Context: an optimization exercise on an open-source flow, tuned for small area and a short achievable clock period. The choices shown serve that exercise and are no tape-out recipe.
No functional check of the RTL was part of any run shown here.
Power is estimated from default activity; no workload was simulated.

==> flow/flow/run.sh <==
#!/bin/bash
set -euo pipefail
cts_bufs=$(sed -n 's/^export CTS_BUF_LIST *= *//p' config.mk)
bash standard.sh synth > synth.log 2>&1
bash standard.sh finish \
  BUFFER_PORTS_ARGS="-buffer_cell sky130_fd_sc_hd__buf_1" \
  SKIP_REPAIR_TIE_FANOUT=1 \
  CTS_ARGS="-sink_clustering_enable -repair_clock_nets -dont_use_dummy_load -buf_list {$cts_bufs}" \
  > layout.log 2>&1
==> flow/standard.sh <==
#!/bin/bash
# synth_recipe.tcl (not shown) runs the flow's synth.tcl, then flattens the netlist and writes it again
# the make line also repeats each setting of config.mk as NAME=value (left out here)
make -C /OpenROAD-flow-scripts/flow DESIGN_CONFIG=/design/flow/config.mk WORK_HOME=/design/flow/orfs CLKGATE_MAP_FILE= SYNTH_SCRIPT=/design/flow/synth_recipe.tcl "${@:-finish}"
==> flow/config.mk <==
export PLATFORM = sky130hd
export DESIGN_NAME = hft_fpga_low_latency
export DESIGN_NICKNAME = hft_fpga_low_latency
export VERILOG_FILES = /design/flow/design.v
export SDC_FILE = /design/flow/constraint.sdc
export NUM_CORES = 4
export LEC_CHECK = 0
export ABC_AREA = 1
export CAP_MARGIN = 20
export CORE_MARGIN = 2
export CORE_UTILIZATION = 40
export CTS_BUF_LIST = sky130_fd_sc_hd__clkbuf_4 sky130_fd_sc_hd__clkbuf_8
export SETUP_SLACK_MARGIN = 2.18
export SLEW_MARGIN = 20
==> flow/constraint.sdc <==
create_clock -name core_clock -period 4.0 [get_ports {core_clk}]
set_input_delay 0.8000 -clock core_clock [delete_from_list [all_inputs] [get_ports {core_clk}]]
set_output_delay 0.8000 -clock core_clock [all_outputs]
set_load 0.01 [all_outputs]
==> flow/design.v <==
`timescale 1ns / 1ps
module cla_carry #(
    parameter W = 32,
    parameter L = 5          
    ) (
    input wire [W-1:0] g,
    input wire [W-1:0] p,
    output wire c
    );
    wire [W-1:0] gk [0:L];   
    wire [W-1:0] pk [0:L];   
    assign gk[0] = g;
    assign pk[0] = p;
    genvar k, i;
    generate
        for (k = 1; k <= L; k = k + 1) begin : lvl
            for (i = 0; i < (W >> k); i = i + 1) begin : node
                assign gk[k][i] = gk[k-1][2*i+1] | (pk[k-1][2*i+1] & gk[k-1][2*i]);
                assign pk[k][i] = pk[k-1][2*i+1] & pk[k-1][2*i];
            end
            assign gk[k][W-1:(W >> k)] = {(W - (W >> k)){1'b0}};
            assign pk[k][W-1:(W >> k)] = {(W - (W >> k)){1'b0}};
        end
    endgenerate
    assign c = gk[L][0];
endmodule
`timescale 1ns / 1ps
module hft_fpga_low_latency(
    input wire core_clk,
    input wire reset,
    input wire cfg_we,
    input wire [1:0] cfg_addr,
    input wire [31:0] cfg_wdata,
    input wire [63:0] raw_market_data,
    input wire raw_valid,
    output wire [127:0] mg_tx_data,
    output wire mg_tx_valid
    );
    reg [31:0] threshold_n;      
    reg [31:0] risk_min_n;       
    reg [31:0] risk_max_n;       
    always @(posedge core_clk) begin
        if (reset) begin
            threshold_n <= ~32'd1000;
            risk_min_n <= ~32'd1000;
            risk_max_n <= ~32'd5000;
        end else if (cfg_we) begin
            case (cfg_addr)
                2'd0: threshold_n <= ~cfg_wdata;
                2'd1: risk_min_n <= ~cfg_wdata;
                2'd2: risk_max_n <= ~cfg_wdata;
                default: ;
            endcase
        end
    end
    wire [31:0] price = raw_market_data[31:0];
    wire below_threshold;    
    wire below_min;          
    wire above_max;          
    cla_carry #(.W(32), .L(5)) u_cmp_thr (
        .g(~(threshold_n | price)), .p(~(threshold_n & price)), .c(below_threshold));
    cla_carry #(.W(32), .L(5)) u_cmp_min (
        .g(~(risk_min_n | price)), .p(~(risk_min_n & price)), .c(below_min));
    cla_carry #(.W(32), .L(5)) u_cmp_max (
        .g(price & risk_max_n), .p(price | risk_max_n), .c(above_max));
    wire approve = raw_valid && (raw_market_data[63:56] == 8'h01) &&
                   below_threshold && !below_min && !above_max;
    reg [55:0] order_data;
    always @(posedge core_clk) begin
        order_data <= raw_market_data[55:0];
    end
    reg [31:0] order_seq;
    reg order_valid;
    reg order_count;
    wire [7:0] seq_group_ones;   
    wire [7:0] seq_group_carry;  
    wire [31:0] seq_toggle;
    genvar gk;
    generate
        for (gk = 0; gk < 8; gk = gk + 1) begin : g_seq
            wire [3:0] s = order_seq[4*gk+3:4*gk];
            assign seq_group_ones[gk] = &s;
            if (gk == 0) begin : g_first
                assign seq_group_carry[gk] = order_count;
            end else begin : g_next
                assign seq_group_carry[gk] = order_count & (&seq_group_ones[gk-1:0]);
            end
            assign seq_toggle[4*gk]   = seq_group_carry[gk];
            assign seq_toggle[4*gk+1] = seq_group_carry[gk] & s[0];
            assign seq_toggle[4*gk+2] = seq_group_carry[gk] & s[0] & s[1];
            assign seq_toggle[4*gk+3] = seq_group_carry[gk] & s[0] & s[1] & s[2];
        end
    endgenerate
    always @(posedge core_clk) begin
        if (reset) begin
            order_seq <= 32'd0;
            order_count <= 1'b0;
        end else begin
            order_seq <= order_seq ^ seq_toggle;
            order_count <= approve;
        end
    end
    always @(posedge core_clk or posedge reset) begin
        if (reset)
            order_valid <= 1'b0;
        else
            order_valid <= approve;
    end
    assign mg_tx_data = {order_seq, 8'h01, order_data, 32'h0000_0000};
    assign mg_tx_valid = order_valid;
endmodule
==> flow_summary_export.csv, run 1 <==
group,metric,value,unit
worst_setup_path,crit_slowest_cell,"dfxtp_2",
sta,rsz0062_at_grt,"true",
cells_and_area,synthToLayoutAreaGrowth,18.4,%
synth,ys_warn_count,2,
sta,fin_crit_sh,48.9,%
die,die-area,19800,um^2
synth,syn_area,7490,um^2
worst_setup_path,critPathMaxFanout,2,
flow_run,maxCapViolations,0,
hold_path,hold_class,"in -> reg",
synth,avgSynthCellArea,7.89,um^2
route,drc,0,
route,drt_iter0_drc,455,
cts,tritoncts,"done",
synth,yosys.area_share.adder,4.01,%
synth,synth_top_family_by_area,"simple AND/OR/NAND/NOR gates",
worst_setup_path,critPathRequiredTime,3.20,ns
route,firstDrtPassIters,5,
sta,max_clock_freq,512,MHz
worst_setup_path,slowest_delay,0.34,ns
synth,synth_xor_area_share,0.936,%
global_routing,antenna_found_initial,1,
cts,hold_buffers,0,
synth,async_reset_ff_share,0.538,%
sta,fin_tns_setup,0,ns
pwr,p_leak,3.81,nW
pwr,ir_drop,0.199,mV
cts,clock-root-buffer,"clkbuf_8",
pwr,p_per_area,370,nW/um^2
route,drtAntennaViolNets,0,
route,viasPerCell,4.80,
die,die_h,141,um
cells_and_area,fin_area,8860,um^2
cells_and_area,final_nets,1234,
placement,dpl_cell_area,8130,um^2
synth,synth-edff-count,0,
placement,place_congestion,0.791,
sta,slew_violations,0,
status,status,"complete, no violations",
synth,synthCells,949,
global_routing,grt_pass1_vias,5778,
sta,clock_skew,0.0383,ns
cts,cts_max_level,4,
global_routing,grt_max_degree,77,
global_routing,grt_pass1_wl,28100,um
synth,synthSimpleGateAreaFrac,18.2,%
cts,cts.path.max_buffers,2,
die,num_io_pins,231,
sta,fin_crit,1.95,ns
cells_and_area,layout-drive-gt1-share,13.6,%
cts,clk_pin_slew,0.11,ns
worst_setup_path,crit_top_cell,"buf_6",
worst_setup_path,critPathArrivalTime,1.15,ns
die,rows,50,
route,routedWlPerCell,13.3,um
synth,synth_compound_area_share,17.9,%
cts,cts_made_buffers,17,
placement,port_buffers,190,
die,start_util,40.4,%
synth,ys_ff_latch,186,
global_routing,grt.busiest_layer,"met2",
placement,hpwl,12400,um
global_routing,grtUsageMet1,22.7,%
route,wl,17800,um
synth,ys_seq_area_share,49.8,%
sta,worst_pin_slew,0.587,ns
worst_setup_path,crit_chain,"buf_4 > buf_6 > buf_6",
route,vias,6435,
cts,cts.sink_count,186,
sta,setup_violations,0,
die,die_w,141,um
worst_setup_path,crit_path_end_kind,"output pin",
worst_setup_path,cp-start-kind,"flip-flop",
global_routing,use_met3,5.26,%
global_routing,grt_usage,17.7,%
worst_setup_path,worst-setup-path-type,"reg -> out",
synth,synth_mux_area_share,0,%
global_routing,grt_overflow,0,
sta,final_hold_viol_count,0,
global_routing,gr-usage-met2,28.8,%
synth,synth_ff_type,"dfxtp_1",
synth,synth.distinct_cells,37,
die,coreArea,18500,um^2
synth,syn-num-nets,1075,
sta,max-slew-margin-rel,60.9,%
cts,clkLatencyLatePin,0.47,ns
==> Yosys cell counts (all sizes together), types with 7 or more instances <==
library cell | n | area [um^2]
a21oi | 113 | 566
buf | 48 | 332
clkbuf | 23 | 86.3
dfxtp | 185 | 3700
ha | 24 | 300
inv | 67 | 251
nand2 | 161 | 607
nand3 | 24 | 125
nor2 | 119 | 457
o21ai | 123 | 616
o22ai | 10 | 62.6
or2 | 7 | 43.8
xnor2 | 8 | 70.1
==> layout by cell type, fill, tap and decap left out, types with 9 or more instances in the layout <==
cell	netlist	routed
a21oi_1	113	113
buf_1	7	148
buf_2	1	9
buf_4	40	12
buf_6	0	11
clkbuf_2	0	29
clkbuf_8	0	17
dfxtp_1	185	161
dfxtp_2	0	17
ha_1	24	9
ha_4	0	13
inv_1	64	55
inv_2	3	10
nand2_1	160	159
nand3_1	23	22
nor2_1	115	114
o21ai_0	105	105
o21ai_1	18	18
o22ai_1	10	10
==> through the flow <==
step                      setup WS [ns]  hold slack (ns)  util, %  total power [mW]  cells
after floorplan                    2.19            0.442        -              2.26    949
after global placement             1.66            0.451     43.9              2.37   1307
after detailed placement           1.60            0.463     43.9              2.37   1307
after CTS                          2.04            0.376     46.2              3.32   1334
after global routing               1.92            0.363     47.9              3.46   1340
final                              2.05            0.405     47.9              3.28   1341
==> per-layer routing <==
layer  share of wire, %  up-vias
met5                  0        -
met4                1.3        0
met3                6.4       15
met2                 46      164
met1                 46     2847
li1                   -     3409
==> what timing repair did <==
item	in CTS	in global routing
pin swaps	2	8
setup buffers	9	6
endpoints found under the setup margin	46	129
gates resized for setup	39	94
cloned	1	0
==> where the power goes <==
part | internal (mW) | total (mW) | switching, mW
combinational | 0.124 | 0.360 | 0.236
sequential | 1.93 | 1.97 | 0.0427
clock | 0.377 | 0.951 | 0.574
==> layout make-up <==
class                   count  area, um^2
fillers                  1871        9650
flip-flops and latches    186        3780
multi-input cells         624        3320
repair buffers            210         967
well taps                 234         293
inverters                  68         265
clock buffers              17         234
repair inverters            1        5.00
diodes                      1        2.50
==> worst max-delay path: cells and delay by family, from the launching register on <==
family / cells / cell delay, ns
flops: 1 / 0.34
buf+inv: 3 / 0.35
==> worst paths after layout <==
check	startpoint	endpoint	slack, ns	cells after the start
max in group asynchronous	reset	order_valid	2.95	2
worst min-delay path	raw_market_data[50]	order_data[50]	0.41	1
worst min register to register	risk_max_n[22]	risk_max_n[22]	0.48	2
worst max register to register	order_seq[5]	order_seq[31]	2.08	11
min in group asynchronous	reset	order_valid	0.71	2
worst max-delay path	order_seq[2]	mg_tx_data[98]	2.05	3
==> registers in the layout (all words and copies together), names as in the netlist <==
signal / cells
threshold_n: 32
order_data: 56
order_seq: 32
risk_min_n: 32
risk_max_n: 32
order_valid: 1
order_count: 1
==> cell families after synthesis <==
family / count (synthesis)
other: 2
AO/OA/AOI/OAI: 259
flip-flops: 186
buffers and inverters: 139
AND/OR/NAND/NOR: 331
XOR/XNOR: 8
adder cells (fa/ha/maj): 24
==> run 2: changes to the inputs <==
--- a/flow/design.v
+++ b/flow/design.v
@@ -39,19 +39,18 @@
     reg [31:0] threshold_n;      
     reg [31:0] risk_min_n;       
     reg [31:0] risk_max_n;       
+    wire wr_threshold = reset | (cfg_we & (cfg_addr == 2'd0));
+    wire wr_risk_min = reset | (cfg_we & (cfg_addr == 2'd1));
+    wire wr_risk_max = reset | (cfg_we & (cfg_addr == 2'd2));
+    wire [31:0] wdata_1000_n = reset ? ~32'd1000 : ~cfg_wdata;
+    wire [31:0] wdata_5000_n = reset ? ~32'd5000 : ~cfg_wdata;
     always @(posedge core_clk) begin
-        if (reset) begin
-            threshold_n <= ~32'd1000;
-            risk_min_n <= ~32'd1000;
-            risk_max_n <= ~32'd5000;
-        end else if (cfg_we) begin
-            case (cfg_addr)
-                2'd0: threshold_n <= ~cfg_wdata;
-                2'd1: risk_min_n <= ~cfg_wdata;
-                2'd2: risk_max_n <= ~cfg_wdata;
-                default: ;
-            endcase
-        end
+        if (wr_threshold)
+            threshold_n <= wdata_1000_n;
+        if (wr_risk_min)
+            risk_min_n <= wdata_1000_n;
+        if (wr_risk_max)
+            risk_max_n <= wdata_5000_n;
     end
     wire [31:0] price = raw_market_data[31:0];
     wire below_threshold;    
==> run 2 against run 1 <==
Clock power decreased by 1%. Sequential share of layout area increased by 10 points. Via count shrank 13%. Design area up 1.5%. Count of clock-buffer cells in the layout did not move. Flip-flop and latch count did not move. Clock skew up 0.0020 ns. Largest cell class unchanged. Register-to-register slack about the same. Critical endpoint is now mg_tx_data[102]. Setup slack gained 0.010 ns.
==> flow_summary_export.csv, run 2 <==
group,metric,value,unit
status,status,"complete, no violations",
sta,fin_crit_sh,48.6,%
worst_setup_path,worst-setup-path-type,"reg -> out",
placement,dpl_cell_area,8350,um^2
sta,worst_pin_slew,0.681,ns
worst_setup_path,crit_chain,"buf_4 > buf_6 > buf_6",
cells_and_area,multi_input_area,2580,um^2
cells_and_area,largest_reg_flops,56,
die,num_io_pins,231,
global_routing,grt_usage,16.2,%
cells_and_area,final_common_cell,"nand2_1",
route,drtAntennaViolNets,0,
hold_path,hold_class,"in -> reg",
cells_and_area,final_cell_mix,"nand2_1 (207), buf_1 (156), nor2_1 (134), edfxtp_1 (96), dfxtp_1 (62)",
sta,clock_skew,0.0403,ns
cts,clk_pin_slew,0.11,ns
worst_setup_path,cp-start-kind,"flip-flop",
cts,tritoncts,"done",
route,vias,5568,
die,die_w,142,um
sta,slew_violations,0,
worst_setup_path,path_delay_family,"flip-flops",
global_routing,grt_overflow,0,
synth,synth_most_common_cell,"nand2_1",
worst_setup_path,crit_slowest_cell,"dfxtp_2",
cells_and_area,nFillCells,1750,
global_routing,grt_pass1_vias,5053,
synth,yosysTopAreaCellShare,37.8,%
worst_setup_path,crit_path_end_kind,"output pin",
synth,ys_seq_area_share,61.6,%
route,firstDrtPassIters,5,
global_routing,grt_max_degree,45,
worst_setup_path,slowest_delay,0.34,ns
cts,cts_made_buffers,17,
die,die-area,20200,um^2
placement,hpwl,11400,um
die,start_util,40.7,%
cells_and_area,regMostFlops,"order_data",
die,coreArea,18700,um^2
cells_and_area,layout-drive-gt1-share,13.7,%
cells_and_area,final-seq-area,4740,um^2
cts,cts.sink_count,186,
synth,ys_top_cells_by_area,"edfxtp_1 (38%), dfxtp_1 (23%), nand2_1 (10%)",
sta,setup_violations,0,
sta,fin_crit,1.94,ns
pwr,p_leak,3.74,nW
pwr,p_per_area,391,nW/um^2
worst_setup_path,r2r_setup_slack,2.08,ns
synth,async_reset_ff_share,0.538,%
global_routing,antenna_found_initial,2,
route,drt_iter0_drc,293,
worst_setup_path,cp.depth,3,
worst_setup_path,reg2reg_from,"order_seq[3]",
cells_and_area,synthToLayoutAreaGrowth,18.1,%
synth,syn_area,7620,um^2
synth,synth_commonest_cells,"nand2_1 (211), nor2_1 (135), edfxtp_1 (96), dfxtp_1 (89), inv_1 (59)",
placement,port_buffers,190,
synth,syn-num-nets,924,
cells_and_area,fin_area,9000,um^2
cts,hold_buffers,0,
route,drc,0,
worst_setup_path,crit_path_end,"mg_tx_data[102]",
flow_run,maxCapViolations,0,
worst_setup_path,crit_top_cell,"buf_6",
worst_setup_path,critical_path.startpoint,"order_seq[6]",
synth,synth.distinct_cells,34,
sta,max-slew-margin-rel,54.4,%
route,routedWlPerCell,13.7,um
synth,synth_ff_type,"edfxtp_1",
cells_and_area,final_nets,1097,
global_routing,grt_pass1_wl,24800,um
synth,avgSynthCellArea,9.55,um^2
synth,synthCells,798,
cts,cts.path.max_buffers,2,
route,wl,16500,um
die,rows,50,
synth,yosys.area.top_type,"edfxtp_1",
worst_setup_path,critPathRequiredTime,3.20,ns
cts,clock-root-buffer,"clkbuf_8",
synth,ys_ff_latch,186,
cts,cts_max_level,4,
pwr,ir_drop,0.202,mV
sta,final_hold_viol_count,0,
worst_setup_path,ff2ff_path_depth,11,
worst_setup_path,crit_buf_inv,3,
sta,rsz0062_at_grt,"true",
route,viasPerCell,4.62,
sta,max_clock_freq,514,MHz
cts,clkLatencyLatePin,0.46,ns
worst_setup_path,critPathMaxFanout,2,
synth,synth-edff-count,96,
placement,place_congestion,0.796,
synth,ys_warn_count,2,
worst_setup_path,r2r-end,"order_seq[31]",
sta,fin_tns_setup,0,ns
die,die_h,142,um
worst_setup_path,critPathArrivalTime,1.14,ns
## run 2: power breakdown
group          leakage, nW  total, mW  internal (mW)  switching [mW]
combinational         1.90      0.394          0.130           0.264
sequential            1.72       2.19           2.14          0.0515
clock                0.122      0.940          0.377           0.563
## run 2: layer usage
metal  part of all wire (%)  track usage [%]
met4                   0.66             4.26
met2                     48             27.1
met3                    6.6             5.25
met5                      0                0
met1                     45             20.4
## run 2: layout make-up
type                            count  share of cell area [%]
Clock buffer                       17                    2.60
Sequential cell                   186                    52.7
Antenna cell                        1                  0.0278
Tap cell                          234                    3.25
Inverter                           60                    2.67
Timing Repair Buffer              204                    10.0
Multi-Input combinational cell    502                    28.7
## run 2: kinds of logic (layout without fill, tap and decap cells)
| group | count (synthesis) | in the layout | share of synthesized area (%) |
|---|---|---|---|
| other cells | 2 | 3 | 0.0986 |
| flops | 186 | 186 | 61.6 |
| fa+ha+maj | 24 | 24 | 3.94 |
| simple gates | 400 | 400 | 21.0 |
| xor+xnor | 8 | 8 | 0.920 |
| compound gates | 67 | 68 | 4.98 |
| buf+inv | 111 | 281 | 7.47 |
## run 2: worst min-delay path by stage
stage / startpoint / end / slack, ns / cells after the start
6_report: raw_market_data[36] / order_data[36] / 0.42 / 1
5_1_grt: raw_market_data[51] / order_data[51] / 0.36 / 1
4_1_cts: raw_market_data[47] / order_data[47] / 0.37 / 1
3_5_place_dp: order_seq[31] / order_seq[31] / 0.50 / 2
3_3_place_gp: order_seq[31] / order_seq[31] / 0.49 / 2
2_1_floorplan: order_seq[31] / order_seq[31] / 0.54 / 2
## run 2: timing repair
item | 4_1_cts | 5_1_grt
cloned | 1 | 0
hold endpoints to repair | 0 | 0
buffers inserted | 7 | 5
pin swaps | 8 | 6
gates resized for setup | 45 | 70
endpoints found under the setup margin | 61 | 49
## run 2: stage by stage
| step | hold slack [ns] | cells | total power [mW] | worst slack, ns | util (%) |
|---|---|---|---|---|---|
| 3_5_place_dp | 0.499 | 1173 | 2.63 | 1.57 | 44.6 |
| 3_3_place_gp | 0.487 | 1173 | 2.62 | 1.58 | 44.6 |
| 4_1_cts | 0.371 | 1198 | 3.58 | 2.03 | 46.8 |
| 5_1_grt | 0.360 | 1203 | 3.71 | 1.90 | 48.1 |
| 2_1_floorplan | 0.538 | 798 | 2.50 | 2.14 | - |
| 6_report | 0.415 | 1204 | 3.52 | 2.06 | 48.1 |
## run 2: worst register-to-register path: cells and delay by family, from the launching register on
family                     cells  cell delay, ns
and+or+nand+nor                6            0.75
adders and majority gates      3            0.50
DFF                            1            0.36
buffers and inverters          1            0.10
xor gates and xnor gates       1            0.10
==> run 3: changes to the inputs <==
--- a/flow/design.v
+++ b/flow/design.v
@@ -39,18 +39,19 @@
     reg [31:0] threshold_n;      
     reg [31:0] risk_min_n;       
     reg [31:0] risk_max_n;       
-    wire wr_threshold = reset | (cfg_we & (cfg_addr == 2'd0));
-    wire wr_risk_min = reset | (cfg_we & (cfg_addr == 2'd1));
-    wire wr_risk_max = reset | (cfg_we & (cfg_addr == 2'd2));
-    wire [31:0] wdata_1000_n = reset ? ~32'd1000 : ~cfg_wdata;
-    wire [31:0] wdata_5000_n = reset ? ~32'd5000 : ~cfg_wdata;
     always @(posedge core_clk) begin
-        if (wr_threshold)
-            threshold_n <= wdata_1000_n;
-        if (wr_risk_min)
-            risk_min_n <= wdata_1000_n;
-        if (wr_risk_max)
-            risk_max_n <= wdata_5000_n;
+        if (reset) begin
+            threshold_n <= ~32'd1000;
+            risk_min_n <= ~32'd1000;
+            risk_max_n <= ~32'd5000;
+        end else if (cfg_we) begin
+            case (cfg_addr)
+                2'd0: threshold_n <= ~cfg_wdata;
+                2'd1: risk_min_n <= ~cfg_wdata;
+                2'd2: risk_max_n <= ~cfg_wdata;
+                default: ;
+            endcase
+        end
     end
     wire [31:0] price = raw_market_data[31:0];
     wire below_threshold;    
@@ -72,24 +73,25 @@
     reg order_valid;
     reg order_count;
     wire [7:0] seq_group_ones;   
-    wire [7:0] seq_group_carry;  
-    wire [31:0] seq_toggle;
+    wire [7:0] seq_group_below;  
+    wire [31:0] seq_ones_below;  
     genvar gk;
     generate
         for (gk = 0; gk < 8; gk = gk + 1) begin : g_seq
             wire [3:0] s = order_seq[4*gk+3:4*gk];
             assign seq_group_ones[gk] = &s;
             if (gk == 0) begin : g_first
-                assign seq_group_carry[gk] = order_count;
+                assign seq_group_below[gk] = 1'b1;
             end else begin : g_next
-                assign seq_group_carry[gk] = order_count & (&seq_group_ones[gk-1:0]);
+                assign seq_group_below[gk] = &seq_group_ones[gk-1:0];
             end
-            assign seq_toggle[4*gk]   = seq_group_carry[gk];
-            assign seq_toggle[4*gk+1] = seq_group_carry[gk] & s[0];
-            assign seq_toggle[4*gk+2] = seq_group_carry[gk] & s[0] & s[1];
-            assign seq_toggle[4*gk+3] = seq_group_carry[gk] & s[0] & s[1] & s[2];
+            assign seq_ones_below[4*gk]   = seq_group_below[gk];
+            assign seq_ones_below[4*gk+1] = seq_group_below[gk] & s[0];
+            assign seq_ones_below[4*gk+2] = seq_group_below[gk] & s[0] & s[1];
+            assign seq_ones_below[4*gk+3] = seq_group_below[gk] & s[0] & s[1] & s[2];
         end
     endgenerate
+    wire [31:0] seq_toggle = {32{order_count}} & seq_ones_below;
     always @(posedge core_clk) begin
         if (reset) begin
             order_seq <= 32'd0;
==> run 3 against run 2 <==
Register-to-register slack improved by 0.22 ns. Wire length is 8.8% higher. Largest cell class unchanged. Via count grew 23%. Non-clock buffer count rose by 10. Setup slack gained 0.16 ns.
==> flow_summary_export.csv, run 3 <==
group,metric,value,unit
synth,ys_ff_latch,186,
worst_setup_path,critPathRequiredTime,3.20,ns
worst_setup_path,worst-setup-path-type,"reg -> out",
cells_and_area,final_nets,1268,
die,die-area,20200,um^2
global_routing,grt_pass1_wl,28600,um
sta,clock_skew,0.0394,ns
worst_setup_path,path_delay_family,"flip-flops",
route,vias,6842,
worst_setup_path,crit_buf_inv,1,
sta,setup_violations,0,
sta,setup_slack,2.22,ns
cells_and_area,final_cell_mix,"nand2_1 (184), dfxtp_1 (156), buf_1 (143), a21oi_1 (136), o21ai_0 (125)",
worst_setup_path,crit_slowest_cell,"dfxtp_4",
cts,cts.sink_count,186,
synth,synth-edff-count,0,
cells_and_area,largest_reg_flops,56,
global_routing,grt_max_degree,55,
cts,cts_made_buffers,17,
synth,synth.distinct_cells,38,
die,rows,50,
worst_setup_path,critical_path.startpoint,"order_seq[16]",
cts,hold_buffers,0,
flow_run,maxCapViolations,0,
worst_setup_path,critPathArrivalTime,0.98,ns
cells_and_area,nFillCells,1924,
status,status,"complete, no violations",
worst_setup_path,crit_chain,"buf_6",
worst_setup_path,r2r_setup_slack,2.30,ns
cells_and_area,final-seq-area,3790,um^2
cts,clock-root-buffer,"clkbuf_8",
hold_path,whs_endpoint,"order_data[47]",
global_routing,grt_overflow,0,
cells_and_area,synthToLayoutAreaGrowth,16.7,%
route,firstDrtPassIters,4,
worst_setup_path,critPathMaxFanout,7,
worst_setup_path,slowest_delay,0.40,ns
synth,avgSynthCellArea,7.60,um^2
sta,max-slew-margin-rel,61.4,%
pwr,p_leak,3.82,nW
cells_and_area,layout-drive-gt1-share,14.5,%
synth,syn-num-nets,1106,
global_routing,grt_pass1_vias,6025,
die,die_w,142,um
worst_setup_path,ff2ff_path_depth,10,
synth,synth_commonest_cells,"nand2_1 (188), dfxtp_1 (185), a21oi_1 (138), o21ai_0 (127), nor2_1 (109)",
synth,synth_most_common_cell,"nand2_1",
synth,syn_area,7630,um^2
synth,ys_warn_count,2,
synth,synthCells,1003,
worst_setup_path,crit_path_end_kind,"output pin",
cells_and_area,multi_input_area,3300,um^2
sta,fin_crit_sh,44.5,%
route,drc,0,
die,num_io_pins,231,
worst_setup_path,r2r-end,"order_seq[31]",
sta,worst_pin_slew,0.578,ns
cells_and_area,fin_area,8900,um^2
die,start_util,40.8,%
hold_path,hold_depth,1,
cells_and_area,antenna_cells,0,
route,drt_iter0_drc,267,
pwr,ir_drop,0.199,mV
cells_and_area,stdcell_count,1397,
global_routing,antenna_found_initial,1,
sta,fin_crit,1.78,ns
cts,cts.path.max_buffers,2,
placement,place_congestion,0.807,
sta,fin_tns_setup,0,ns
synth,yosys.area.top_type,"dfxtp_1",
sta,whs,0.405,ns
worst_setup_path,cp-start-kind,"flip-flop",
hold_path,hold_class,"in -> reg",
die,coreArea,18700,um^2
placement,hpwl,12800,um
placement,dpl.cell_count,1362,
route,drtAntennaViolNets,0,
global_routing,grt_usage,17.7,%
synth,yosysTopAreaCellShare,48.6,%
placement,dpl_cell_area,8270,um^2
cells_and_area,final_common_cell,"nand2_1",
sta,max_clock_freq,561,MHz
cts,cts_max_level,4,
cts,clk_pin_slew,0.11,ns
synth,ys_seq_area_share,48.9,%
cts,clkLatencyLatePin,0.48,ns
cells_and_area,regMostFlops,"order_data",
pwr,p_per_area,368,nW/um^2
synth,async_reset_ff_share,0.538,%
route,wl,17900,um
worst_setup_path,reg2reg_from,"order_seq[16]",
pwr,power,3.27,mW
placement,port_buffers,190,
cts,tritoncts,"done",
route,routedWlPerCell,12.8,um
placement,dp_slack,1.63,ns
die,die_h,142,um
synth,ys_top_cells_by_area,"dfxtp_1 (49%), nand2_1 (9.3%), a21oi_1 (9.1%)",
hold_path,hp-start,"raw_market_data[47]",
cells_and_area,final_util,47.6,%
worst_setup_path,cp.depth,1,
synth,synth_ff_type,"dfxtp_1",
sta,slew_violations,0,
route,viasPerCell,4.90,
sta,rsz0062_at_grt,"true",
sta,final_hold_viol_count,0,
run 3: final cells by class:
class	count	area share (%)
Sequential cell	186	42.6
Multi-Input combinational cell	674	37.1
Timing Repair Buffer	214	11.2
Tap cell	234	3.29
Inverter	71	3.12
Clock buffer	17	2.63
Timing Repair inverter	1	0.0562
run 3: logic make-up after synthesis:
family	Yosys count	share of synthesized area (%)
AND/OR/NAND/NOR	381	22.1
AO/OA/AOI/OAI	286	19.3
flip-flops	186	48.9
buffers and inverters	143	9.02
XOR/XNOR	4	0.459
other	2	0.0985
adder cells (fa/ha/maj)	1	0.164
run 3: how the worst max path moves through the flow:
stage | endpoint | slack, ns
5_1_grt | order_seq[31] | 2.17
3_5_place_dp | risk_min_n[14] | 1.63
3_3_place_gp | risk_min_n[27] | 1.68
6_report | mg_tx_data[112] | 2.22
4_1_cts | mg_tx_data[112] | 2.10
2_1_floorplan | order_count | 2.18
run 3: repair_timing:
item	CTS	global route
resized for setup	53	70
gates cloned	1	0
buffers inserted	7	10
pin swaps	0	4
endpoints found under the setup margin	60	86
endpoints found under the hold margin	0	0
run 3: power by group:
group          internal (mW)  switching (mW)
Clock                  0.376           0.573
Combinational          0.126           0.230
Sequential              1.92          0.0428
Total                   2.43           0.846
run 3: metal layers:
layer  global-route usage, %  routed length (um)
met1                    23.0                8410
met2                    29.0                8230
met3                    4.21                1000
met4                    5.89                 255
met5                       0                  13
==> run 4: changes to the inputs <==
--- a/flow/design.v
+++ b/flow/design.v
@@ -1,7 +1,8 @@
 `timescale 1ns / 1ps
 module cla_carry #(
     parameter W = 32,
-    parameter L = 5          
+    parameter L = 5,         
+    parameter CI = 0         
     ) (
     input wire [W-1:0] g,
     input wire [W-1:0] p,
@@ -22,7 +23,7 @@
             assign pk[k][W-1:(W >> k)] = {(W - (W >> k)){1'b0}};
         end
     endgenerate
-    assign c = gk[L][0];
+    assign c = gk[L][0] | (CI != 0 && pk[L][0]);
 endmodule
 `timescale 1ns / 1ps
 module hft_fpga_low_latency(
@@ -56,15 +57,15 @@
     wire [31:0] price = raw_market_data[31:0];
     wire below_threshold;    
     wire below_min;          
-    wire above_max;          
-    cla_carry #(.W(32), .L(5)) u_cmp_thr (
+    wire within_max;         
+    cla_carry #(.W(32), .L(5), .CI(0)) u_cmp_thr (
         .g(~(threshold_n | price)), .p(~(threshold_n & price)), .c(below_threshold));
-    cla_carry #(.W(32), .L(5)) u_cmp_min (
+    cla_carry #(.W(32), .L(5), .CI(0)) u_cmp_min (
         .g(~(risk_min_n | price)), .p(~(risk_min_n & price)), .c(below_min));
-    cla_carry #(.W(32), .L(5)) u_cmp_max (
-        .g(price & risk_max_n), .p(price | risk_max_n), .c(above_max));
+    cla_carry #(.W(32), .L(5), .CI(1)) u_cmp_max (
+        .g(~(risk_max_n | price)), .p(~(risk_max_n & price)), .c(within_max));
     wire approve = raw_valid && (raw_market_data[63:56] == 8'h01) &&
-                   below_threshold && !below_min && !above_max;
+                   below_threshold && !below_min && within_max;
     reg [55:0] order_data;
     always @(posedge core_clk) begin
         order_data <= raw_market_data[55:0];
@@ -72,32 +73,20 @@
     reg [31:0] order_seq;
     reg order_valid;
     reg order_count;
-    wire [7:0] seq_group_ones;   
-    wire [7:0] seq_group_below;  
-    wire [31:0] seq_ones_below;  
-    genvar gk;
+    wire [31:0] seq_ones_below;
+    assign seq_ones_below[0] = 1'b1;
+    genvar gi;
     generate
-        for (gk = 0; gk < 8; gk = gk + 1) begin : g_seq
-            wire [3:0] s = order_seq[4*gk+3:4*gk];
-            assign seq_group_ones[gk] = &s;
-            if (gk == 0) begin : g_first
-                assign seq_group_below[gk] = 1'b1;
-            end else begin : g_next
-                assign seq_group_below[gk] = &seq_group_ones[gk-1:0];
-            end
-            assign seq_ones_below[4*gk]   = seq_group_below[gk];
-            assign seq_ones_below[4*gk+1] = seq_group_below[gk] & s[0];
-            assign seq_ones_below[4*gk+2] = seq_group_below[gk] & s[0] & s[1];
-            assign seq_ones_below[4*gk+3] = seq_group_below[gk] & s[0] & s[1] & s[2];
+        for (gi = 1; gi < 32; gi = gi + 1) begin : g_ones
+            assign seq_ones_below[gi] = &order_seq[gi-1:0];
         end
     endgenerate
-    wire [31:0] seq_toggle = {32{order_count}} & seq_ones_below;
     always @(posedge core_clk) begin
         if (reset) begin
             order_seq <= 32'd0;
             order_count <= 1'b0;
         end else begin
-            order_seq <= order_seq ^ seq_toggle;
+            order_seq <= order_seq ^ ({32{order_count}} & seq_ones_below);
             order_count <= approve;
         end
     end
==> flow/flow/run.sh (replaced) <==
#!/bin/bash
set -euo pipefail
cts_bufs=$(sed -n 's/^export CTS_BUF_LIST *= *//p' config.mk)
bash standard.sh synth > synth.log 2>&1
bash standard.sh finish \
  BUFFER_PORTS_ARGS="-buffer_cell sky130_fd_sc_hd__buf_1" \
  SKIP_REPAIR_TIE_FANOUT=1 \
  CTS_ARGS="-sink_clustering_enable -repair_clock_nets -dont_use_dummy_load -root_buf sky130_fd_sc_hd__clkbuf_16 -buf_list {$cts_bufs}" \
  > layout.log 2>&1
--- a/flow/config.mk
+++ b/flow/config.mk
@@ -10,5 +10,5 @@
 export CORE_MARGIN = 2
 export CORE_UTILIZATION = 40
 export CTS_BUF_LIST = sky130_fd_sc_hd__clkbuf_4 sky130_fd_sc_hd__clkbuf_8
-export SETUP_SLACK_MARGIN = 2.18
+export SETUP_SLACK_MARGIN = 2.25
 export SLEW_MARGIN = 20
==> run 4 against run 3 <==
Still clean on timing, DRC and antenna. Design area rose by 2.2%. Via count rose by 0.32%. Synthesized area rose by 1.1%. Critical path depth did not move. Core utilization rose by 0.74 points. Setup slack improved by 0.087 ns. Largest power group unchanged.
==> flow_summary_export.csv, run 4 <==
group,metric,value,unit
status,status,"complete, no violations",
cts,clock-root-buffer,"clkbuf_16",
worst_setup_path,ff2ff_path_depth,9,
worst_setup_path,worst-setup-path-type,"reg -> out",
cts,clk_pin_slew,0.09,ns
global_routing,grt_overflow,0,
worst_setup_path,path_delay_family,"flip-flops",
cells_and_area,final_cell_mix,"nand2_1 (206), dfxtp_1 (161), a21oi_1 (134), buf_1 (134), o21ai_0 (118)",
sta,fin_crit,1.69,ns
worst_setup_path,slowest_delay,0.37,ns
cts,cts_max_level,4,
worst_setup_path,reg2reg_from,"order_seq[1]",
synth,synth_most_common_cell,"nand2_1",
sta,slew_violations,0,
die,start_util,41.0,%
synth,synth-edff-count,0,
global_routing,grt_pass1_wl,28800,um
pwr,p_leak,3.85,nW
die,die_w,143,um
die,rows,50,
synth,yosysTopAreaCellShare,48.0,%
synth,ys_ff_latch,186,
sta,worst_pin_slew,0.530,ns
worst_setup_path,critPathArrivalTime,0.89,ns
die,num_io_pins,231,
die,die_h,143,um
placement,dp_slack,1.69,ns
worst_setup_path,cp-start-kind,"flip-flop",
placement,hpwl,13100,um
cells_and_area,regMostFlops,"order_data",
cells_and_area,final_nets,1299,
pwr,ir_drop,0.244,mV
global_routing,grt_usage,17.9,%
sta,max_clock_freq,590,MHz
synth,synth_commonest_cells,"nand2_1 (217), dfxtp_1 (185), a21oi_1 (143), o21ai_0 (123), nor2_1 (118)",
route,drtAntennaViolNets,0,
route,drc,0,
placement,place_congestion,0.796,
hold_path,hold_class,"reg -> reg",
sta,rsz0062_at_grt,"true",
synth,ys_top_cells_by_area,"dfxtp_1 (48%), nand2_1 (11%), a21oi_1 (9.3%)",
cts,cts.sink_count,186,
worst_setup_path,cp.depth,1,
sta,fin_crit_sh,42.4,%
route,wl,18400,um
worst_setup_path,r2r_setup_slack,2.34,ns
synth,syn_area,7710,um^2
worst_setup_path,crit_path_end_kind,"output pin",
global_routing,grt_pass1_vias,5919,
cts,cts_made_buffers,17,
synth,syn-num-nets,1139,
cells_and_area,largest_reg_flops,56,
flow_run,maxCapViolations,0,
cells_and_area,nFillCells,1937,
sta,setup_violations,0,
synth,synth.distinct_cells,36,
worst_setup_path,critPathMaxFanout,4,
worst_setup_path,critPathRequiredTime,3.20,ns
cts,hold_buffers,0,
route,vias,6864,
synth,synth_ff_type,"dfxtp_1",
synth,ys_seq_area_share,48.3,%
sta,final_hold_viol_count,0,
synth,yosys.area.top_type,"dfxtp_1",
sta,setup_slack,2.31,ns
route,drt_iter0_drc,235,
global_routing,grt_max_degree,80,
worst_setup_path,r2r-end,"order_seq[11]",
sta,fin_tns_setup,0,ns
cts,clkLatencyLatePin,0.38,ns
cells_and_area,synthToLayoutAreaGrowth,17.9,%
worst_setup_path,critical_path.startpoint,"order_seq[30]",
die,coreArea,18800,um^2
die,die-area,20400,um^2
pwr,p_per_area,364,nW/um^2
synth,avgSynthCellArea,7.45,um^2
cells_and_area,layout-drive-gt1-share,16.6,%
worst_setup_path,crit_chain,"clkbuf_2",
route,viasPerCell,4.72,
route,firstDrtPassIters,5,
worst_setup_path,crit_path_end,"mg_tx_data[126]",
synth,async_reset_ff_share,0.538,%
cts,tritoncts,"done",
synth,synthCells,1036,
route,routedWlPerCell,12.7,um
cells_and_area,final_common_cell,"nand2_1",
global_routing,antenna_found_initial,2,
worst_setup_path,crit_slowest_cell,"dfxtp_1",
synth,ys_warn_count,3,
sta,clock_skew,0.0317,ns
cts,cts.path.max_buffers,2,
sta,max-slew-margin-rel,64.7,%
worst_setup_path,crit_buf_inv,1,
placement,port_buffers,190,
==> run 4: through the flow <==
stage | instance area [um^2] | instances | hold WS [ns] | util (%) | power [mW]
3_3_place_gp | 8350 | 1418 | 0.452 | 44.3 | 2.35
6_report | 9100 | 1455 | 0.456 | 48.3 | 3.32
5_1_grt | 9090 | 1454 | 0.459 | 48.3 | 3.50
3_5_place_dp | 8350 | 1418 | 0.463 | 44.3 | 2.36
4_1_cts | 8710 | 1439 | 0.472 | 46.3 | 3.34
2_1_floorplan | 7720 | 1036 | 0.443 | - | 2.25
==> run 4: report_power, final <==
part | leakage, nW | switching (mW) | total, mW | internal, mW
Sequential | 1.55 | 0.0433 | 1.97 | 1.93
Combinational | 2.17 | 0.241 | 0.375 | 0.134
Clock | 0.127 | 0.566 | 0.970 | 0.404
Total | 3.85 | 0.850 | 3.32 | 2.47
==> run 4: per-layer routing <==
metal	track usage (%)	part of all wire, %	wire [um]
met5	0	0.071	13
met1	23.5	48	8780
met4	4.01	0.93	171
met2	29.3	46	8400
met3	5.20	5.7	1050
==> run 4: how the worst min path moves through the flow <==
stage | from | to | slack [ns] | cells past startpoint
after floorplan | risk_max_n[14] | risk_max_n[14] | 0.44 | 2
after global placement | risk_max_n[14] | risk_max_n[14] | 0.45 | 2
after detailed placement | risk_max_n[4] | risk_max_n[4] | 0.46 | 2
after CTS | order_seq[4] | order_seq[4] | 0.47 | 1
after global routing | raw_market_data[49] | order_data[49] | 0.46 | 1
final | order_seq[4] | order_seq[4] | 0.46 | 1
==> run 4: final cells by class <==
| class | instances | area (um^2) | area share (%) |
|---|---|---|---|
| Sequential cell | 186 | 3770 | 41.5 |
| Multi-Input combinational cell | 706 | 3460 | 38.0 |
| Timing Repair Buffer | 214 | 1010 | 11.2 |
| Tap cell | 260 | 325 | 3.58 |
| Inverter | 70 | 270 | 2.97 |
| Clock buffer | 17 | 245 | 2.70 |
| Timing Repair inverter | 1 | 7.51 | 0.0825 |
| Antenna cell | 1 | 2.50 | 0.0275 |
==> run 4: cell families after synthesis <==
logic type | share of synthesized area (%)
AOI/OAI and AO/OA | 18.4
xor gates and xnor gates | 0.114
other | 0.0974
and+or+nand+nor | 23.4
adders and majority gates | 0.162
buffers and inverters | 9.46
DFF | 48.3
==> run 4: repair_timing <==
action	4_1_cts	5_1_grt
resized for setup	43	119
setup buffers	3	15
cloned	1	0
setup endpoints to repair	134	130
pin swaps	1	24
==> run 5: changes to the inputs <==
--- a/flow/config.mk
+++ b/flow/config.mk
@@ -10,5 +10,5 @@
 export CORE_MARGIN = 2
 export CORE_UTILIZATION = 40
 export CTS_BUF_LIST = sky130_fd_sc_hd__clkbuf_4 sky130_fd_sc_hd__clkbuf_8
-export SETUP_SLACK_MARGIN = 2.25
+export SETUP_SLACK_MARGIN = 2.22
 export SLEW_MARGIN = 20
==> run 5 against run 4 <==
Clock power rose by 0.9%. Synthesized area did not move. Largest cell class unchanged. Still clean. Fmax fell by 3.5%. First-iteration DRC count rose by 19%. Combinational power fell by 5.3%. Wire length rose by 1.8%.
==> flow_summary_export.csv, run 5 <==
group,metric,value,unit
hold_path,hp-start,"order_seq[4]",
pwr,p_comb_share,10.7,%
cts,hold_buffers,0,
global_routing,grt_usage,18.4,%
cts,cts.path.max_buffers,2,
pwr,p_per_area,370,nW/um^2
hold_path,whs_endpoint,"order_seq[4]",
cells_and_area,final-seq-area,3760,um^2
worst_setup_path,cp-start-kind,"flip-flop",
cells_and_area,synthToLayoutAreaGrowth,16.0,%
die,rows,50,
global_routing,antenna_found_initial,1,
worst_setup_path,worst-setup-path-type,"reg -> reg",
sta,slew_violations,0,
cells_and_area,final_nets,1300,
die,die_h,143,um
pwr,p_int,2.46,mW
route,drt_iter0_drc,279,
sta,fin_crit_sh,43.9,%
cts,cts_max_level,4,
synth,synth.distinct_cells,36,
sta,fin_crit,1.76,ns
worst_setup_path,r2r_setup_slack,2.24,ns
global_routing,grt_max_degree,59,
synth,ys_ff_latch,186,
cts,clock-root-buffer,"clkbuf_16",
sta,worst_pin_slew,0.565,ns
cts,cts.sink_count,186,
global_routing,grt_overflow,0,
hold_path,hold_depth,1,
route,vias,6951,
cells_and_area,final_cell_mix,"nand2_1 (209), dfxtp_1 (164), buf_1 (154), a21oi_1 (139), o21ai_0 (117)",
cells_and_area,final_common_cell,"nand2_1",
pwr,seq_power_share,59.7,%
sta,final_hold_viol_count,0,
worst_setup_path,critPathArrivalTime,2.01,ns
global_routing,grt_pass1_wl,29800,um
synth,syn-num-nets,1139,
synth,synth_most_common_cell,"nand2_1",
cells_and_area,multi_input_area,3360,um^2
route,wl,18700,um
pwr,p_sw,852,uW
die,num_io_pins,231,
die,coreArea,18800,um^2
worst_setup_path,critPathMaxFanout,5,
synth,yosysTopAreaCellShare,48.0,%
route,firstDrtPassIters,5,
placement,place_congestion,0.787,
cells_and_area,layout-drive-gt1-share,12.9,%
synth,synthCells,1036,
synth,syn_area,7710,um^2
synth,synth_ff_type,"dfxtp_1",
worst_setup_path,ff2ff_path_depth,10,
hold_path,hold_class,"reg -> reg",
pwr,ir_drop,0.232,mV
cts,clkLatencyLatePin,0.39,ns
synth,ys_top_cells_by_area,"dfxtp_1 (48%), nand2_1 (11%), a21oi_1 (9.3%)",
sta,max-slew-margin-rel,62.2,%
pwr,power,3.31,mW
pwr,power.share.switching,25.8,%
synth,synth-edff-count,0,
cells_and_area,regMostFlops,"order_data",
die,die-area,20400,um^2
synth,avgSynthCellArea,7.45,um^2
sta,setup_violations,0,
cts,tritoncts,"done",
placement,hpwl,13300,um
synth,yosys.area.top_type,"dfxtp_1",
sta,fin_tns_setup,0,ns
die,die_w,143,um
worst_setup_path,reg2reg_from,"order_seq[1]",
pwr,p_leak,3.75,nW
cells_and_area,final_util,47.5,%
cts,cts_made_buffers,17,
synth,synth_commonest_cells,"nand2_1 (217), dfxtp_1 (185), a21oi_1 (143), o21ai_0 (123), nor2_1 (118)",
route,viasPerCell,4.78,
worst_setup_path,r2r-end,"order_seq[11]",
cells_and_area,largest_reg_flops,56,
global_routing,grt_pass1_vias,6179,
synth,ys_warn_count,3,
cells_and_area,antenna_cells,0,
cts,clk_pin_slew,0.10,ns
flow_run,maxCapViolations,0,
synth,ys_seq_area_share,48.3,%
sta,max_clock_freq,569,MHz
die,start_util,41.0,%
route,drtAntennaViolNets,0,
worst_setup_path,crit_path_end_kind,"flip-flop",
route,routedWlPerCell,12.9,um
placement,port_buffers,190,
synth,async_reset_ff_share,0.538,%
route,drc,0,
cells_and_area,nFillCells,1933,
sta,rsz0062_at_grt,"true",
pwr,clkPwrFrac,29.6,%
sta,clock_skew,0.0298,ns
worst_setup_path,critPathRequiredTime,4.26,ns
status,status,"complete, no violations",
[run 5: power groups by stage]
stage / sequential, mW / combinational, mW / clock, mW
floorplan: 2.02 / 0.221 / 0
finish: 1.97 / 0.355 / 0.979
detailed placement: 2.02 / 0.341 / 0
CTS: 1.97 / 0.348 / 1.02
global placement: 2.02 / 0.336 / 0
global route: 1.99 / 0.411 / 1.09
[run 5: logic make-up after synthesis]
kind of cell	share of synthesized area [%]
AOI/OAI and AO/OA	18.4
xor gates and xnor gates	0.114
adders and majority gates	0.162
buffers and inverters	9.46
DFF	48.3
other	0.0974
and+or+nand+nor	23.4
[run 5: metal layers]
metal  track usage, %  routed length [um]  vias up
li1                 -                   -     3686
met1             23.8                8910     3065
met2             30.5                8480      182
met3             5.16                1160       16
met4             4.27                 184        2
met5                0                  16        -
[run 5: per-stage QoR]
stage	hold WS, ns	std cells	worst slack (ns)	instance area [um^2]
2_1_floorplan	0.443	1036	2.24	7720
3_3_place_gp	0.452	1418	1.66	8340
3_5_place_dp	0.461	1418	1.58	8340
4_1_cts	0.478	1441	2.21	8690
5_1_grt	0.471	1455	2.13	8950
6_report	0.464	1455	2.24	8950
[run 5: worst max-delay path by stage]
stage | from | end | slack, ns | cells past startpoint
after CTS | order_seq[1] | order_seq[11] | 2.21 | 9
after floorplan | cfg_addr[1] | threshold_n[14] | 2.24 | 5
after detailed placement | cfg_we | threshold_n[20] | 1.58 | 8
final | order_seq[1] | order_seq[11] | 2.24 | 10
after global placement | cfg_we | threshold_n[11] | 1.66 | 8
after global routing | raw_market_data[15] | order_count | 2.13 | 12
[run 5: worst max-delay path: stages (launching register included)]
cell and delay (ns):
dfxtp_2 0.36, nand4_1 0.19, nor2_4 0.21, nand2_4 0.09
nor2_4 0.17, buf_6 0.12, nand2_2 0.06, nor2_4 0.16
nand2_2 0.08, o21ai_1 0.12, a21oi_1 0.06
[run 5: timing repair]
item,4_1_cts,5_1_grt
setup buffers,5,13
gates resized for setup,18,83
pin swaps,2,10
endpoints found under the setup margin,94,86
gates cloned,1,1
[run 5: cell type report]
type                            count  share of cell area, %
Multi-Input combinational cell    706                   37.5
Timing Repair inverter              2                  0.140
Sequential cell                   186                   42.0
Inverter                           70                   3.06
Tap cell                          260                   3.64
Clock buffer                       17                   2.74
Timing Repair Buffer              214                   10.9
==> run 6: changes to the inputs <==
--- a/flow/config.mk
+++ b/flow/config.mk
@@ -10,5 +10,5 @@
 export CORE_MARGIN = 2
 export CORE_UTILIZATION = 40
 export CTS_BUF_LIST = sky130_fd_sc_hd__clkbuf_4 sky130_fd_sc_hd__clkbuf_8
-export SETUP_SLACK_MARGIN = 2.22
+export SETUP_SLACK_MARGIN = 2.27
 export SLEW_MARGIN = 20
==> run 6 against run 5 <==
Global-route usage is 0.63 points lower. Still clean on timing, DRC and antenna. Clock power decreased by 0.9%. First-iteration DRC count shrank 22%. Design area increased by 3.6%. Critical path type is now reg -> out. Critical path depth fell by 9. Combinational power up 6.8%. Final cell count rose by 0.82%. Largest cell class unchanged. Wire length is essentially flat. Hold slack worse by 0.0024 ns. Fmax increased by 4.6%. Non-clock buffer count grew 12. Sequential power hardly changed.
==> flow_summary_export.csv, run 6 <==
group,metric,value,unit
global_routing,grt_pass1_vias,5898,
flow_run,maxCapViolations,0,
sta,fin_crit_sh,42.0,%
synth,ys_seq_area_share,48.3,%
cells_and_area,final_nets,1311,
global_routing,grt_usage,17.7,%
global_routing,grt_max_degree,80,
pwr,p_sw,853,uW
synth,synth_ff_type,"dfxtp_1",
cts,cts_made_buffers,17,
cells_and_area,final_util,49.2,%
sta,fin_tns_setup,0,ns
sta,worst_pin_slew,0.527,ns
worst_setup_path,crit_chain,"buf_2",
pwr,p_comb_share,11.4,%
synth,ys_warn_count,3,
worst_setup_path,critPathRequiredTime,3.20,ns
sta,max_clock_freq,596,MHz
global_routing,grt_overflow,0,
global_routing,antenna_found_initial,2,
synth,async_reset_ff_share,0.538,%
worst_setup_path,path_delay_family,"flip-flops",
synth,synth.distinct_cells,36,
cts,cts.path.max_buffers,2,
die,rows,50,
worst_setup_path,critPathArrivalTime,0.88,ns
route,firstDrtPassIters,4,
placement,hpwl,13100,um
die,die-area,20400,um^2
die,num_io_pins,231,
synth,synth_mux_area_share,0,%
cells_and_area,stdcell_count,1467,
synth,synthSimpleGateAreaFrac,23.4,%
cells_and_area,final_cell_mix,"nand2_1 (199), dfxtp_1 (155), a21oi_1 (133), buf_1 (124), o21ai_0 (118)",
pwr,p_int,2.46,mW
worst_setup_path,crit_path_end_kind,"output pin",
route,routedWlPerCell,12.8,um
synth,synth_top_family_by_area,"simple AND/OR/NAND/NOR gates",
cts,hold_buffers,0,
route,drc,0,
worst_setup_path,slowest_delay,0.36,ns
synth,synth_compound_area_share,18.4,%
synth,synth_most_common_cell,"nand2_1",
hold_path,hold_class,"reg -> reg",
die,die_w,143,um
synth,synth_xor_area_share,0.114,%
sta,rsz0062_at_grt,"true",
cells_and_area,regMostFlops,"order_data",
worst_setup_path,cp-start-kind,"flip-flop",
cells_and_area,synthToLayoutAreaGrowth,20.2,%
global_routing,grt_pass1_wl,28500,um
placement,dpl.cell_count,1418,
cells_and_area,layout-drive-gt1-share,19.7,%
status,status,"complete, no violations",
route,drtAntennaViolNets,0,
sta,slew_violations,0,
synth,ys_ff_latch,186,
route,viasPerCell,4.73,
synth,synth-edff-count,0,
die,coreArea,18800,um^2
sta,clock_skew,0.0298,ns
synth,yosysTopAreaCellShare,48.0,%
sta,final_hold_viol_count,0,
cts,cts.sink_count,186,
worst_setup_path,crit_slowest_cell,"dfxtp_4",
synth,synthCells,1036,
worst_setup_path,critPathMaxFanout,4,
sta,fin_crit,1.68,ns
synth,syn-num-nets,1139,
placement,port_buffers,190,
cts,clock-root-buffer,"clkbuf_16",
cts,tritoncts,"done",
pwr,p_leak,3.97,nW
synth,ys_top_cells_by_area,"dfxtp_1 (48%), nand2_1 (11%), a21oi_1 (9.3%)",
synth,synth_commonest_cells,"nand2_1 (217), dfxtp_1 (185), a21oi_1 (143), o21ai_0 (123), nor2_1 (118)",
placement,place_congestion,0.796,
cts,cts_max_level,4,
synth,yosys.area_share.adder,0.162,%
pwr,clkPwrFrac,29.2,%
sta,setup_violations,0,
synth,yosys.area.top_type,"dfxtp_1",
route,vias,6942,
cells_and_area,largest_reg_flops,56,
pwr,power.share.switching,25.7,%
cts,clkLatencyLatePin,0.38,ns
worst_setup_path,crit_buf_inv,1,
cells_and_area,final_common_cell,"nand2_1",
worst_setup_path,r2r_setup_slack,2.35,ns
cts,clk_pin_slew,0.09,ns
worst_setup_path,worst-setup-path-type,"reg -> out",
synth,syn_area,7710,um^2
pwr,seq_power_share,59.3,%
pwr,ir_drop,0.242,mV
synth,avgSynthCellArea,7.45,um^2
die,die_h,143,um
route,drt_iter0_drc,217,
route,wl,18800,um
sta,max-slew-margin-rel,64.8,%
pwr,p_per_area,358,nW/um^2
die,start_util,41.0,%
## run 6: power groups by stage
stage,Combinational [mW],Sequential [mW],Clock (mW)
2_1_floorplan,0.221,2.02,0
3_3_place_gp,0.336,2.02,0
3_5_place_dp,0.341,2.02,0
4_1_cts,0.346,1.97,1.02
5_1_grt,0.433,1.98,1.09
6_report,0.379,1.97,0.970
## run 6: through the flow
step / setup slack (ns) / power [mW] / cell area, um^2 / hold WS, ns
after floorplan: 2.31 / 2.25 / 7720 / 0.443
after global placement: 1.73 / 2.35 / 8350 / 0.452
after detailed placement: 1.69 / 2.36 / 8350 / 0.463
after CTS: 2.15 / 3.34 / 8710 / 0.472
after global routing: 2.23 / 3.50 / 9270 / 0.459
final: 2.32 / 3.32 / 9270 / 0.461
## run 6: path summary, 6_finish.rpt
kind | end | depth (start not counted) | start
max | mg_tx_data[104] | 1 | order_seq[8]
min | order_seq[4] | 1 | order_seq[4]
max reg2reg | order_seq[19] | 9 | order_seq[0]
min reg2reg | order_seq[4] | 1 | order_seq[4]
max in group asynchronous | order_valid | 3 | reset
min in group asynchronous | order_valid | 3 | reset
## run 6: what timing repair did
action	in CTS	in global routing
buffers inserted	3	27
pin swaps	1	32
endpoints found under the hold margin	0	0
endpoints found under the setup margin	142	150
resized for setup	51	152
gates cloned	0	1
## run 6: layer usage
layer / vias to the layer above / global-route usage [%] / part of all wire, %
met4: 2 / 3.96 / 0.86
li1: 3710 / - / -
met2: 176 / 29.0 / 46
met5: - / 0 / 0.069
met3: 9 / 5.13 / 6.2
met1: 3045 / 23.3 / 47
## run 6: layout make-up
class,instances,area [um^2]
fillers,1928,9560
clock buffers,17,245
flip-flops and latches,186,3790
repair inverters,1,7.51
multi-input cells,706,3490
repair buffers,226,1130
inverters,70,270
diodes,1,2.50
well taps,260,325
## run 6: cell families after synthesis
logic type,Yosys count
DFF,186
xor gates and xnor gates,1
and+or+nand+nor,423
AOI/OAI and AO/OA,279
adders and majority gates,1
other,2
buffers and inverters,144
==> run 7: changes to the inputs <==
--- a/flow/config.mk
+++ b/flow/config.mk
@@ -10,5 +10,5 @@
 export CORE_MARGIN = 2
 export CORE_UTILIZATION = 40
 export CTS_BUF_LIST = sky130_fd_sc_hd__clkbuf_4 sky130_fd_sc_hd__clkbuf_8
-export SETUP_SLACK_MARGIN = 2.27
+export SETUP_SLACK_MARGIN = 2.18
 export SLEW_MARGIN = 20
==> run 7 against run 6 <==
Die area unchanged. Count of clock-buffer cells in the layout unchanged. Still clean on timing, DRC and antenna. Global-route usage increased by 0.56 points. First-iteration DRC count increased by 49%. Setup slack got worse by 0.11 ns. Combinational power decreased by 7.1%. Fmax decreased by 6.2%. Non-clock buffer count decreased by 15. Highest routed layer is now met4. Core utilization decreased by 2.2 points. Power decreased by 0.67%. Via count increased by 0.17%.
==> flow_summary_export.csv, run 7 <==
group,metric,value,unit
status,status,"complete, no violations",
cells_and_area,final_cell_mix,"nand2_1 (216), dfxtp_1 (175), buf_1 (165), a21oi_1 (139), o21ai_0 (118)",
synth,ys_seq_area_share,48.3,%
cts,clk_pin_slew,0.08,ns
sta,max_clock_freq,559,MHz
synth,async_reset_ff_share,0.538,%
sta,max-slew-margin-rel,60.1,%
pwr,p_sw,839,uW
synth,synth.distinct_cells,36,
pwr,power,3.29,mW
cts,cts_made_buffers,17,
global_routing,grt_pass1_vias,6118,
cells_and_area,final_nets,1296,
die,die_w,143,um
global_routing,grt_max_degree,65,
global_routing,grt_usage,18.3,%
flow_run,maxCapViolations,0,
route,drt_iter0_drc,323,
hold_path,hold_class,"reg -> reg",
worst_setup_path,critPathRequiredTime,3.20,ns
hold_path,hold_depth,2,
cells_and_area,final_common_cell,"nand2_1",
placement,place_congestion,0.775,
cts,clkLatencyLatePin,0.39,ns
placement,hpwl,13200,um
die,num_io_pins,231,
hold_path,hp-start,"risk_max_n[14]",
synth,ys_ff_latch,186,
synth,ys_top_cells_by_area,"dfxtp_1 (48%), nand2_1 (11%), a21oi_1 (9.3%)",
synth,synthCells,1036,
synth,avgSynthCellArea,7.45,um^2
sta,clock_skew,0.0217,ns
pwr,p_int,2.46,mW
route,vias,6954,
die,coreArea,18800,um^2
worst_setup_path,slowest_delay,0.42,ns
route,firstDrtPassIters,4,
sta,fin_crit_sh,44.7,%
route,routedWlPerCell,12.8,um
sta,setup_violations,0,
sta,slew_violations,0,
worst_setup_path,worst-setup-path-type,"reg -> out",
worst_setup_path,ff2ff_path_depth,8,
cts,cts.sink_count,186,
worst_setup_path,crit_path_end_kind,"output pin",
pwr,power.share.switching,25.5,%
synth,synth_ff_type,"dfxtp_1",
worst_setup_path,critPathArrivalTime,0.99,ns
sta,worst_pin_slew,0.597,ns
sta,fin_crit,1.79,ns
cells_and_area,largest_reg_flops,56,
global_routing,antenna_found_initial,0,
worst_setup_path,critPathMaxFanout,4,
die,start_util,41.0,%
worst_setup_path,reg2reg_from,"order_seq[3]",
route,drc,0,
worst_setup_path,crit_slowest_cell,"dfxtp_1",
cts,tritoncts,"done",
synth,syn_area,7710,um^2
die,die-area,20400,um^2
sta,rsz0062_at_grt,"true",
global_routing,grt_pass1_wl,29700,um
pwr,ir_drop,0.231,mV
die,rows,50,
pwr,p_leak,3.68,nW
synth,yosysTopAreaCellShare,48.0,%
worst_setup_path,crit_buf_inv,1,
synth,ys_warn_count,3,
pwr,p_per_area,372,nW/um^2
global_routing,grt_overflow,0,
synth,syn-num-nets,1139,
cells_and_area,fin_area,8850,um^2
cts,clock-root-buffer,"clkbuf_16",
worst_setup_path,crit_chain,"buf_1",
route,viasPerCell,4.79,
sta,final_hold_viol_count,0,
sta,fin_tns_setup,0,ns
route,drtAntennaViolNets,0,
cells_and_area,final_util,47.0,%
synth,yosys.area.top_type,"dfxtp_1",
worst_setup_path,path_delay_family,"flip-flops",
cells_and_area,layout-drive-gt1-share,9.91,%
cells_and_area,synthToLayoutAreaGrowth,14.8,%
cts,cts_max_level,4,
pwr,seq_power_share,59.9,%
pwr,clkPwrFrac,29.4,%
placement,port_buffers,190,
synth,synth_most_common_cell,"nand2_1",
cells_and_area,regMostFlops,"order_data",
die,die_h,143,um
synth,synth-edff-count,0,
hold_path,whs_endpoint,"risk_max_n[14]",
cells_and_area,antenna_cells,0,
worst_setup_path,cp-start-kind,"flip-flop",
route,wl,18600,um
worst_setup_path,r2r-end,"order_seq[23]",
pwr,p_comb_share,10.7,%
placement,dpl_cell_area,8340,um^2
cts,cts.path.max_buffers,2,
worst_setup_path,r2r_setup_slack,2.27,ns
synth,synth_commonest_cells,"nand2_1 (217), dfxtp_1 (185), a21oi_1 (143), o21ai_0 (123), nor2_1 (118)",
## run 7: kinds of logic (layout without fill, tap and decap cells)
kind of cell / count (synthesis) / count (layout) / share of synthesized area, %
xor gates and xnor gates: 1 / 1 / 0.114
and+or+nand+nor: 423 / 423 / 23.4
other: 2 / 2 / 0.0974
AOI/OAI and AO/OA: 279 / 279 / 18.4
DFF: 186 / 186 / 48.3
buffers and inverters: 144 / 299 / 9.46
adders and majority gates: 1 / 1 / 0.162
## run 7: layout make-up
type,count,area [um^2]
Timing Repair Buffer,211,926
Fill cell,1971,9980
Tap cell,260,325
Clock buffer,17,245
Timing Repair inverter,1,7.51
Sequential cell,186,3750
Multi-Input combinational cell,706,3330
Inverter,70,274
## run 7: what timing repair did
item | in CTS | in global routing
gates resized for setup | 4 | 61
gates cloned | 1 | 0
setup endpoints to repair | 36 | 127
hold buffers | 0 | 0
pin swaps | 1 | 5
buffers inserted | 3 | 11
## run 7: power by group through the flow
stage          Sequential [mW]  Combinational [mW]  Clock (mW)
4_1_cts                   1.97               0.343        1.02
2_1_floorplan             2.02               0.221           0
5_1_grt                   1.98               0.407        1.09
3_5_place_dp              2.02               0.340           0
6_report                  1.97               0.352       0.968
3_3_place_gp              2.02               0.335           0
## run 7: worst max path at each step
stage                        from               to  depth (start not counted)
global placement      cfg_addr[0]   risk_min_n[25]                          8
finish              order_seq[14]  mg_tx_data[110]                          1
detailed placement    cfg_addr[0]   risk_min_n[23]                          8
global route         order_seq[1]    order_seq[11]                          9
CTS                  order_seq[1]    order_seq[19]                          9
floorplan             cfg_addr[0]   risk_min_n[10]                          6
## run 7: per-stage QoR
step                std cells  setup slack, ns  hold WS, ns
detailed placement       1419             1.60        0.459
CTS                      1440             2.18        0.460
finish                   1451             2.21        0.475
global route             1451             2.10        0.455
global placement         1419             1.67        0.452
floorplan                1036             2.22        0.443
## run 7: metal layers
layer	global-route usage [%]	up-vias	routed length [um]
met1	24.7	3090	9170
met5	0	-	0
met2	29.4	175	8300
li1	-	3677	-
met3	4.46	12	985
met4	4.85	0	170

[re-timing with driven ports]
The flow's constraints put no driver on any port. The routed layouts listed below were extracted and timed again, unchanged, in two steps.
Step 1 sets driving cells, clkbuf_16 on the clock port and buf_2 on the other inputs (assumed; they add their load-dependent delay and slew).
Step 2 adds t to the input delays and takes it off the output delays; t is the mean of the earliest and latest rising clock arrival at the registers after step 1. Input paths then give back, and output paths get back, about the clock's delay inside the block.
Three values: no drivers, after step 1, after step 2; two values: the first two.
run	t (ns)	setup WS [ns]	slew at the worst register clock pin (ns)
run 1	0.490	2.045 / 2.008 / 1.857	0.11 / 0.11
run 2	0.480	2.055 / 2.019 / 1.788	0.11 / 0.11
run 3	0.494	2.219 / 2.181 / 1.865	0.11 / 0.11
run 4	0.413	2.305 / 2.259 / 1.957	0.10 / 0.10
run 5	0.414	2.244 / 2.236 / 1.903	0.10 / 0.10
run 6	0.413	2.322 / 2.276 / 1.943	0.09 / 0.09
run 7	0.420	2.210 / 2.167 / 1.864	0.10 / 0.10
After both steps every run listed still meets setup and hold. The setup slack of run 6, which loses most, moves by -0.046 ns with the drivers and by -0.379 ns with both steps.
